This design comes from an exercise in tuning for small area on the open sky130 flow, not from production work. In this exercise RTL edits were held to simulation tests only and were not proved equivalent to the original. Power figures rest on the tool's default switching activity, not on a simulated workload.

== run 1 ==
Design serial_protocol_converter, start of the top module:
module serial_protocol_converter (
    input               clk,
    input               rst_n,
    input [7:0]         cmd_opcode,
    input [15:0]        cmd_addr,
    input [31:0]        cmd_data,
    input               cmd_valid,
    output reg          spi_sclk,
    output reg          spi_mosi,
    input               spi_miso,
    output reg [3:0]    spi_cs,
    input               uart_rx,
    output reg          uart_tx,
    output [7:0]        pwm_out,
    output reg [31:0]   tx_data,
    output reg          tx_en,
    input               tx_done
);
Size: about 2,600 cells after synthesis, ~110 I/O pins.
Settings: LEC_CHECK=0, CAP_MARGIN=0, CORE_MARGIN=2, CORE_UTILIZATION=80, CTS_BUF_LIST=sky130_fd_sc_hd__clkbuf_16, CTS_CLUSTER_DIAMETER=100, CTS_CLUSTER_SIZE=30, SLEW_MARGIN=0; clock period 10.0 ns.
standard.sh (not shown) runs the stock make flow with config.mk's settings and CLKGATE_MAP_FILE= SYNTH_SCRIPT=/design/flow/synth_recipe.tcl, a recipe that flattens the netlist after the stock synthesis.
==> flow/flow/run.sh <==
#!/bin/bash
# Own layout flow: the standard flow (standard.sh) with three changes.
#  1. After the standard synthesis, flow/polarity.py re-chooses the polarity of
#     the full-adder cells (a full adder is self-dual) so that fewer inverters
#     are needed between them.
#  2. flow/reabc.sh then re-maps the combinational logic between the
#     registers and adder cells with an area-oriented ABC script (area.abc).
#     Registers keep their instances, names and cell types.
#  3. Ports are buffered with sky130_fd_sc_hd__buf_1 (every port still gets a
#     buffer, as in the standard flow).
# Each tool's output goes to a log file of its own in this folder.
set -euo pipefail
R=orfs/results/${FLOW_PLATFORM}/serial_protocol_converter/base
bash standard.sh synth > synth.log 2>&1
cp "$R/1_2_yosys.v" "$R/1_2_yosys_std.v"
python3 flow/polarity.py "$R/1_2_yosys_std.v" "$R/1_2_yosys_pol.v" > polarity.log 2>&1
bash flow/reabc.sh "$R/1_2_yosys_pol.v" "$R/1_2_yosys_abc.v" > reabc.log 2>&1
cp "$R/1_2_yosys_abc.v" "$R/1_2_yosys.v"
bash standard.sh BUFFER_PORTS_ARGS="-buffer_cell sky130_fd_sc_hd__buf_1" finish > layout.log 2>&1
==> flow/flow/reabc.sh <==
#!/bin/bash
# usage: reabc.sh IN.v OUT.v
# Re-maps the combinational logic of a mapped netlist with an area-oriented
# ABC script (area.abc). Flip-flops, latches, adder cells and tie cells are
# kept as they are (same instances, same names).
set -euo pipefail
D=$(cd "$(dirname "$0")" && pwd)
YOSYS=${YOSYS:-$FLOW_HOME/../tools/install/yosys/bin/yosys}
LIB=$FLOW_HOME/platforms/sky130hd/lib/sky130_fd_sc_hd__tt_025C_1v80.lib
DU=$(sed -n 's/^\(sky130_fd_sc_hd__[a-z0-9_]*\)$/-dont_use \1/p' "$D/dont_use.txt" | tr '\n' ' ')
"$YOSYS" -p "read_liberty -ignore_miss_func $LIB; read_verilog $1; hierarchy -top $FLOW_TOP;
  setattr -mod -set blackbox 1 sky130_fd_sc_hd__*df* sky130_fd_sc_hd__fa_* sky130_fd_sc_hd__ha_* sky130_fd_sc_hd__conb_* sky130_fd_sc_hd__dl*;
  flatten; opt_clean -purge;
  abc -liberty $LIB $DU -script $D/area.abc -D 10000;
  opt_clean -purge; splitnets; opt_clean -purge;
  hilomap -singleton -hicell sky130_fd_sc_hd__conb_1 HI -locell sky130_fd_sc_hd__conb_1 LO;
  insbuf -buf sky130_fd_sc_hd__buf_1 A X; opt_clean -purge;
  stat -liberty $LIB;
  write_verilog -noattr -noexpr -nohex -nodec $2"
Other scripts of this flow, unchanged in this note and not shown: flow/flow/area.abc, flow/flow/dont_use.txt, flow/flow/polarity.py
#### Input delta (run 2 over run 1)
-- flow/flow/run.sh --
<<< run 1, line 5
#     are needed between them.
#  2. flow/reabc.sh then re-maps the combinational logic between the
#     registers and adder cells with an area-oriented ABC script (area.abc).
#     Registers keep their instances, names and cell types.
#  3. Ports are buffered with sky130_fd_sc_hd__buf_1 (every port still gets a
>>> run 2, line 5
#     are needed between them.
#  2. flow/reabc.sh then re-maps the combinational logic between the
#     registers and full-adder cells with an area-oriented ABC script (area.abc).
#     Registers keep their instances, names and cell types.
#  3. Ports are buffered with sky130_fd_sc_hd__buf_1 (every port still gets a
==> flow/flow/reabc.sh <==
#!/bin/bash
# usage: reabc.sh IN.v OUT.v
# Re-maps the combinational logic of a mapped netlist with an area-oriented
# ABC script (area.abc). Flip-flops, latches, full-adder cells and tie cells are
# kept as they are (same instances, same names).
set -euo pipefail
D=$(cd "$(dirname "$0")" && pwd)
YOSYS=${YOSYS:-$FLOW_HOME/../tools/install/yosys/bin/yosys}
LIB=$FLOW_HOME/platforms/sky130hd/lib/sky130_fd_sc_hd__tt_025C_1v80.lib
DU=$(sed -n 's/^\(sky130_fd_sc_hd__[a-z0-9_]*\)$/-dont_use \1/p' "$D/dont_use.txt" | tr '\n' ' ')
"$YOSYS" -p "read_liberty -ignore_miss_func $LIB; read_verilog $1; hierarchy -top $FLOW_TOP;
  setattr -mod -set blackbox 1 sky130_fd_sc_hd__*df* sky130_fd_sc_hd__fa_* sky130_fd_sc_hd__conb_* sky130_fd_sc_hd__dl*;
  flatten; opt_clean -purge;
  abc -liberty $LIB $DU -script $D/area.abc -D 10000;
  opt_clean -purge; splitnets; opt_clean -purge;
  hilomap -singleton -hicell sky130_fd_sc_hd__conb_1 HI -locell sky130_fd_sc_hd__conb_1 LO;
  insbuf -buf sky130_fd_sc_hd__buf_1 A X; opt_clean -purge;
  stat -liberty $LIB;
  write_verilog -noattr -noexpr -nohex -nodec $2"
-- flow/config.mk --
<<< run 1, line 8
export CAP_MARGIN = 0
export CORE_MARGIN = 2
export CORE_UTILIZATION = 80
export CTS_BUF_LIST = sky130_fd_sc_hd__clkbuf_16
export CTS_CLUSTER_DIAMETER = 100
>>> run 2, line 8
export CAP_MARGIN = 0
export CORE_MARGIN = 2
export CORE_UTILIZATION = 70
export CTS_BUF_LIST = sky130_fd_sc_hd__clkbuf_16
export CTS_CLUSTER_DIAMETER = 100
--- outcome ---
Run 2 went all the way through synthesis, placement and routing and the layout is clean on timing, DRC and antenna.
Taking run 1 as 1.0, run 2 lands at 1.13 on floorplan core area.
Re core utilization: run 1 and run 2 aren't equal, and the higher value belongs to run 1.
A heaviest power group of combinational cells is what run 1 shows, while registers belongs to run 2.
Run 2 vs run 1 — synthesized area dropped by a few percent
Looking at slowest stage cell on the critical path, the xor2_1 result is from run 2; the o21ai_0 one comes from run 1.
When run 2 is set beside run 1, its via count turns out to be 3.7% smaller.
Going from run 1 to run 2, the synthesized cell count was found to have gone up by 99.
Diff run 1 -> run 2 | number of fill cells in the layout | increase of 1,192
NOTE critical path depth run 1->run 2 decreased by a few percent
Run 2 against run 1: total chip power lower; count of inserted antenna diode cells lower; net count after synthesis lower.
Here is what was changed in the inputs of run 3 compared with run 2.
-- flow/config.mk --
<<< run 2, line 8
export CAP_MARGIN = 0
export CORE_MARGIN = 2
export CORE_UTILIZATION = 70
export CTS_BUF_LIST = sky130_fd_sc_hd__clkbuf_16
export CTS_CLUSTER_DIAMETER = 100
>>> run 3, line 8
export CAP_MARGIN = 0
export CORE_MARGIN = 2
export CORE_UTILIZATION = 75
export CTS_BUF_LIST = sky130_fd_sc_hd__clkbuf_16
export CTS_CLUSTER_DIAMETER = 100
==> notes.md <==
Across run 3 and run 2, the outcome is the same: a clean finish for every run.
Critical path's slowest cell = xor2_1: run 2; critical path's slowest cell = fa_1: run 3
Utilization run 2 -> run 3: up
Run 2 reports its worst setup path startpoint as cmd_data[3] while run 3 reports cmd_data[1].
Run 3 reports a higher sequential share of layout area than run 2 does.
Relative to run 2, die area has gone down in run 3.
Run 3: post-route clock period utilization 2.2 points below run 2
Compared with run 2, in run 3 mean number of vias per cell rose by 3.3%; peak supply drop rose by 61%; number of instances in the placed design fell by 24.

---

== the reference run ==
serial_protocol_converter, a different RTL version from the one above (not shown whole).
For scale: ~2600 cells after synthesis, roughly 33000 um2 of cells after synthesis.
==> flow/config.mk <==
export PLATFORM = sky130hd
export DESIGN_NAME = serial_protocol_converter
export DESIGN_NICKNAME = serial_protocol_converter
export VERILOG_FILES = /design/flow/design.v
export SDC_FILE = /design/flow/constraint.sdc
export NUM_CORES = 4
export LEC_CHECK = 0
export CAP_MARGIN = 20
export CORE_MARGIN = 2
export CORE_UTILIZATION = 60
export CTS_BUF_LIST = sky130_fd_sc_hd__clkbuf_16
export CTS_CLUSTER_DIAMETER = 100
export CTS_CLUSTER_SIZE = 30
export SLEW_MARGIN = 20
==> flow/constraint.sdc <==
create_clock -name core_clock -period 10.0 [get_ports {clk}]
set_input_delay 2.0000 -clock core_clock [delete_from_list [all_inputs] [get_ports {clk}]]
set_output_delay 2.0000 -clock core_clock [all_outputs]
set_load 0.01 [all_outputs]
==> flow/flow/run.sh <==
#!/bin/bash
# Own layout flow: the standard flow (standard.sh) with three changes.
#  1. After the standard synthesis, flow/polarity.py re-chooses the polarity of
#     the full-adder cells (a full adder is self-dual) so that fewer inverters
#     are needed between them.
#  2. flow/reabc.sh then re-maps the combinational logic between the
#     registers and adder cells with an area-oriented ABC script (area.abc).
#     Registers keep their instances, names and cell types.
#  3. Ports are buffered with sky130_fd_sc_hd__buf_1 (every port still gets a
#     buffer, as in the standard flow).
# Each tool's output goes to a log file of its own in this folder.
set -euo pipefail
R=orfs/results/${FLOW_PLATFORM}/serial_protocol_converter/base
bash standard.sh synth > synth.log 2>&1
cp "$R/1_2_yosys.v" "$R/1_2_yosys_std.v"
python3 flow/polarity.py "$R/1_2_yosys_std.v" "$R/1_2_yosys_pol.v" > polarity.log 2>&1
bash flow/reabc.sh "$R/1_2_yosys_pol.v" "$R/1_2_yosys_abc.v" > reabc.log 2>&1
cp "$R/1_2_yosys_abc.v" "$R/1_2_yosys.v"
bash standard.sh BUFFER_PORTS_ARGS="-buffer_cell sky130_fd_sc_hd__buf_1" finish > layout.log 2>&1
Other scripts of this flow, unchanged in this note and not shown: flow/flow/area.abc, flow/flow/dont_use.txt, flow/flow/polarity.py, flow/flow/reabc.sh
Input changes introduced in the trial run (baseline for comparison: the reference run):
# the reference run
export LEC_CHECK = 0
export CAP_MARGIN = 20
export CORE_MARGIN = 2
export CORE_UTILIZATION = 60
export CTS_BUF_LIST = sky130_fd_sc_hd__clkbuf_16
export CTS_CLUSTER_DIAMETER = 100
export CTS_CLUSTER_SIZE = 30
export SLEW_MARGIN = 20
create_clock -name core_clock -period 10.0 [get_ports {clk}]
# the trial run
export LEC_CHECK = 0
export CAP_MARGIN = 0
export CORE_MARGIN = 2
export CORE_UTILIZATION = 70
export CTS_BUF_LIST = sky130_fd_sc_hd__clkbuf_16
export CTS_CLUSTER_DIAMETER = 100
export CTS_CLUSTER_SIZE = 30
export SLEW_MARGIN = 0
create_clock -name core_clock -period 10.0 [get_ports {clk}]
[summary]
The trial run vs. the reference run: clock share of power decreased by 0.3 points relative to the old numbers, sequential group share of total power shows a reduction of 0.2 points, first-iteration DRC count shows an increase of 233, core utilization higher, number of buffers outside the clock class in the layout went down.
Per the comparison of the trial run with the reference run, first-pass detailed-route iteration total moved down; sequential cell area in the final layout level.

---

Starting RTL as in the previous note.
// serial_protocol_converter
module serial_protocol_converter (
    input               clk,
    input               rst_n,
    input [7:0]         cmd_opcode,
    input [15:0]        cmd_addr,
    input [31:0]        cmd_data,
    input               cmd_valid,
    output reg          spi_sclk,
    output reg          spi_mosi,
    input               spi_miso,
    output reg [3:0]    spi_cs,
    input               uart_rx,
    output reg          uart_tx,
    output [7:0]        pwm_out,
    output reg [31:0]   tx_data,
    output reg          tx_en,
    input               tx_done
);
wire op_hi0 = (cmd_opcode[7:4] == 4'h0);
wire cmd_02 = cmd_valid & op_hi0 & (cmd_opcode[3:0] == 4'h2);
wire cmd_04 = cmd_valid & op_hi0 & (cmd_opcode[3:0] == 4'h4);
wire cmd_05 = cmd_valid & op_hi0 & (cmd_opcode[3:0] == 4'h5);
wire cmd_06 = cmd_valid & op_hi0 & (cmd_opcode[3:0] == 4'h6);
wire cmd_07 = cmd_valid & op_hi0 & (cmd_opcode[3:0] == 4'h7);
wire cmd_08 = cmd_valid & op_hi0 & (cmd_opcode[3:0] == 4'h8);
reg [31:0] spi_tx_reg;       
reg        spi_tx_v;
reg [31:0] i2c_tx_reg;       
reg        i2c_tx_v;
reg [15:0] uart_div;         
reg [7:0]  uart_tx_reg;      
reg        uart_tx_v;
wire        div_zero = (cmd_data[15:0] == 16'd0);
wire [15:0] div_in   = cmd_data[15:0] | (div_zero ? 16'd434 : 16'd0);
always @(posedge clk or negedge rst_n) begin
    if (!rst_n) begin
        spi_tx_v    <= 1'b0;
        i2c_tx_v    <= 1'b0;
        uart_div    <= 16'd434;
        uart_tx_v   <= 1'b0;
    end else begin
        if (cmd_02) spi_tx_v    <= 1'b1;
        if (cmd_04) i2c_tx_v    <= 1'b1;
        if (cmd_05) uart_div    <= div_in;
        if (cmd_06) uart_tx_v   <= 1'b1;
    end
end
always @(posedge clk) begin
    if (cmd_02) spi_tx_reg  <= cmd_data;
    if (cmd_04) i2c_tx_reg  <= cmd_data;
    if (cmd_06) uart_tx_reg <= cmd_data[7:0];
end
reg        spi_busy, spi_oth;
reg [4:0]  spi_bit_cnt;
reg [31:0] spi_shift_reg;
reg [31:0] spi_rx_reg;       
reg        spi_rx_v;
wire spi_idle = ~spi_busy & ~spi_oth;
wire spi_last = spi_sclk & (spi_bit_cnt == 5'd0);
wire spi_load = spi_idle & cmd_02;
wire spi_step = spi_busy & spi_sclk;
always @(posedge clk or negedge rst_n) begin
    if (!rst_n) begin
        spi_busy <= 1'b0;
        spi_oth  <= 1'b0;
  ...
make LEC_CHECK=0 CAP_MARGIN=20 CORE_MARGIN=2 CORE_UTILIZATION=40 CTS_BUF_LIST=sky130_fd_sc_hd__clkbuf_8 CTS_CLUSTER_DIAMETER=60 CTS_CLUSTER_SIZE=16 SLEW_MARGIN=20 finish   # period 10.0 ns
run.sh (not shown) runs the stock make flow with config.mk's settings and CLKGATE_MAP_FILE= SYNTH_SCRIPT=/design/flow/synth_recipe.tcl, a recipe that flattens the netlist after the stock synthesis.
Stock flow here: none of the scripts above is used.
Then changed:
CAP_MARGIN = 0   (was 20)
CORE_UTILIZATION = 60   (was 40)
CTS_BUF_LIST = sky130_fd_sc_hd__clkbuf_16   (was sky130_fd_sc_hd__clkbuf_8)
CTS_CLUSTER_DIAMETER = 100   (was 60)
CTS_CLUSTER_SIZE = 30   (was 16)
GPL_TIMING_DRIVEN = 0   (was default)
SLEW_MARGIN = 0   (was 20)
What happened: Routed wire length drops by 2.0%. Critical path depth drops by 1. Maximum frequency drops by about 3%. Clock power drops by about 16%. Combinational power climbs by about 2%. Cell area drops by 1.8%. Cell count drops by about 10%. Core utilization climbs by 22 points. Setup slack loses 0.30 ns. First-iteration DRC count climbs by 22%.
Then changed:
GPL_TIMING_DRIVEN = default   (was 0)
=> The new run passed the timing, design-rule and antenna checks; first-iteration DRC count drops by 15%; non-clock buffer count shrinks by 36; worst hold slack is worse by 0.012 ns; critical path depth increases by 6; power goes down by 0.90%; cell count goes down by 0.94%; routed wire length drops by 2.7%; global-route usage came out lower by 0.65 points; register-to-register slack gains 0.11 ns; clock power hardly moves; die area stays the same.
Then changed:
CAP_MARGIN = 20   (was 0)
CORE_UTILIZATION = 40   (was 60)
SLEW_MARGIN = 20   (was 0)
After rerunning: Clock-buffer cell count increases by 1; total power increases by about 0.4%; maximum frequency decreases by 0.41%; worst hold slack barely changes; cell count increases by 11%; routed wire length increases by 3.9%; utilization decreases by 22 points; via count is about the same; die area increases by about 50%.

==> port drivers added, routing unchanged <==
The flow's constraints put no driver on any port. The routed layouts listed below were extracted and timed again, unchanged, in two steps. Step 1 (the two cells are an assumption about what drives the block):
set clk [get_ports {clk}]
set_driving_cell -lib_cell sky130_fd_sc_hd__clkbuf_16 $clk
set_driving_cell -lib_cell sky130_fd_sc_hd__buf_2 [delete_from_list [all_inputs] $clk]
Step 2 moves the port delays by t, midway between the first and last clock arrival at a register: inputs arrive t later, outputs are due t later. That takes back most of the time a late clock gives input paths. a / b / c = no drivers / after step 1 / after step 2; a / b = the first two.
run | t, ns | setup WS [ns] | latest minus earliest clock arrival (ns) | worst register clock-pin slew, ns | cell pins on the clock port's net
run 1 | 0.681 | 0.876 / 0.904 / 0.223 | 0.042 / 0.042 | 0.12 / 0.12 | 1
run 2 | 0.682 | 0.672 / 0.707 / 0.025 | 0.019 / 0.020 | 0.12 / 0.12 | 1
run 3 | 0.672 | 0.891 / 0.924 / 0.251 | 0.039 / 0.039 | 0.12 / 0.12 | 1
the reference run | 0.673 | 0.807 / 0.844 / 0.170 | 0.027 / 0.027 | 0.12 / 0.12 | 1
the trial run | 0.674 | 0.906 / 0.942 / 0.268 | 0.038 / 0.038 | 0.11 / 0.11 | 1
the first run of note 3 | 0.750 | 0.605 / 0.639 / -0.110 | 0.055 / 0.055 | 0.11 / 0.11 | 1
the second run of note 3 | 0.669 | 0.301 / 0.309 / -0.361 | 0.041 / 0.041 | 0.11 / 0.11 | 1
the third run of note 3 | 0.709 | 0.595 / 0.636 / -0.073 | 0.036 / 0.036 | 0.11 / 0.11 | 1
the fourth run of note 3 | 0.660 | 0.557 / 0.595 / -0.065 | 0.036 / 0.036 | 0.12 / 0.12 | 1
Met with ideal ports but missed after step 2: setup timing in the first run of note 3, the second run of note 3, the third run of note 3 and the fourth run of note 3. The setup slack of the first run of note 3, which loses most, moves by +0.034 ns with the drivers and by -0.715 ns with both steps.
